From an optimization exercise on the open Yosys and OpenROAD flow, aimed at small area; shortcuts taken in it are not production practice. Where RTL was checked, it was by simulation tests only, not by an equivalence proof against the original. No activity file was given, so power comes from the tool's default toggle rates.

== the baseline ==
==> flow/design.v <==
module protein_kontrol(
input clk,
input rst,
input [5:0] kodon1,
input [5:0] kodon2,
output [63:0] puan,
output reg [9:0] uzunluk,
output reg bitti_mi
    );
    wire e0 = kodon1[1:0] == kodon2[1:0];
    wire e1 = kodon1[3:2] == kodon2[3:2];
    wire e2 = kodon1[5:4] == kodon2[5:4];
    reg [1:0] c1, c2;
    reg [11:0] p;
    reg basla;
    wire start = kodon1 == 6'b000110;
    wire stop  = kodon1 == 6'b011000 || kodon1 == 6'b010000 || kodon1 == 6'b010010;
    wire uzun = &{uzunluk[9:5], uzunluk[3], uzunluk[0]};
    always @(posedge clk) begin
        c1 <= e0 + e1 + e2;
        c2 <= c1;
        if (rst || bitti_mi) begin
            basla <= 1'b0;
            bitti_mi <= 1'b0;
            uzunluk <= 10'd0;
            p <= 12'd0;
        end else begin
            basla <= basla | start;
            bitti_mi <= uzun | stop;
            uzunluk <= uzunluk + {9'd0, basla};
            p <= p + (basla ? {10'd0, c2} : 12'd0);
        end
    end
    assign puan = {52'd0, p};
endmodule
Settings: LEC_CHECK=0, CAP_MARGIN=20, CORE_MARGIN=2, CORE_UTILIZATION=40, SLEW_MARGIN=20; clock period 5.0 ns.
standard.sh (not shown) runs the stock make flow with config.mk's settings and CLKGATE_MAP_FILE= SYNTH_SCRIPT=/design/flow/synth_recipe.tcl, a recipe that flattens the netlist after the stock synthesis.
==> flow/flow/run.sh <==
#!/bin/bash
set -euo pipefail
bash standard.sh synth > synth.log 2>&1
bash standard.sh SKIP_REPAIR_TIE_FANOUT=1 \
  "BUFFER_PORTS_ARGS=-buffer_cell sky130_fd_sc_hd__buf_1" \
  "CTS_ARGS=-buf_list sky130_fd_sc_hd__clkbuf_8 -root_buf sky130_fd_sc_hd__clkbuf_8 -dont_use_dummy_load" \
  finish > layout.log 2>&1
--- input diff the baseline..the candidate ---
==> flow/design.v <==
module protein_kontrol(
input clk,
input rst,
input [5:0] kodon1,
input [5:0] kodon2,
output [63:0] puan,
output reg [9:0] uzunluk,
output reg bitti_mi
    );
    wire [5:0] x = kodon1 ^ kodon2;
    wire d0 = x[1] | x[0];
    wire d1 = x[3] | x[2];
    wire d2 = x[5] | x[4];
    reg [1:0] m1, m2;
    reg [11:0] p;
    reg basla;
    wire start = kodon1 == 6'b000110;
    wire stop  = ~kodon1[5] & kodon1[4] & ~kodon1[2] & ~kodon1[0] & ~(kodon1[3] & kodon1[1]);
    wire uzun = &{uzunluk[9:5], uzunluk[3], uzunluk[0]};
    wire clr = rst | bitti_mi;
    wire [1:0] a = ~m2 & {2{basla}};
    wire [12:0] pc;
    wire [11:0] ps;
    assign ps[0] = p[0] ^ a[0];
    assign pc[1] = p[0] & a[0];
    assign ps[1] = p[1] ^ a[1] ^ pc[1];
    assign pc[2] = (p[1] & a[1]) | (pc[1] & (p[1] ^ a[1]));
    genvar i;
    generate for (i = 2; i < 12; i = i + 1) begin : pinc
        assign ps[i] = p[i] ^ pc[i];
        assign pc[i+1] = p[i] & pc[i];
    end endgenerate
    wire [10:0] lc;
    wire [9:0] ls;
    assign lc[0] = basla;
    generate for (i = 0; i < 10; i = i + 1) begin : linc
        assign ls[i] = uzunluk[i] ^ lc[i];
        assign lc[i+1] = uzunluk[i] & lc[i];
    end endgenerate
    always @(posedge clk) begin
        m1 <= {(d0 & d1) | (d0 & d2) | (d1 & d2), d0 ^ d1 ^ d2};
        m2 <= m1;
        basla <= ~clr & (basla | start);
        bitti_mi <= ~clr & (uzun | stop);
        uzunluk <= ls & {10{~clr}};
        p <= ps & {12{~clr}};
    end
    assign puan = {52'd0, p};
endmodule
### Flow results
Clock power (higher): the baseline. The candidate vs the baseline, wire length of the first global-routing pass went down by about 24%. From the baseline to the candidate the numbers moved as follows: critical path depth saw an increase; synthesized-area fraction occupied by ao, oa, aoi and oai cells saw a decrease. [the candidate vs the baseline] power share of the clock group: lower in the candidate. Comparing minimum setup slack in the final design for the baseline and the candidate, the smaller number came from the candidate.
Function not checked in the baseline: the RTL went through the layout flow alone.

==> re-timing with driven ports <==
How much do the figures lean on ideal ports? The routed layouts below were timed once more, with nothing changed but the port constraints. Step 1: set_driving_cell puts a clkbuf_16 on clk and a buf_2 on each other input, an assumption about the parent block. Step 2 moves the port delays by t, midway between the first and last clock arrival at a register: inputs arrive t later, outputs are due t later. That takes back most of the time a late clock gives input paths. Slacks: ideal / step 1 / step 2; pairs: ideal / step 1.
| run | shift t [ns] | setup slack, ns | slew at the worst register clock pin (ns) |
|---|---|---|---|
| the baseline | 0.290 | 2.855 / 2.855 / 2.855 | 0.09 / 0.09 |
| the candidate | 0.279 | 2.035 / 2.035 / 2.035 | 0.09 / 0.09 |
After both steps setup and hold are still met in every run listed.
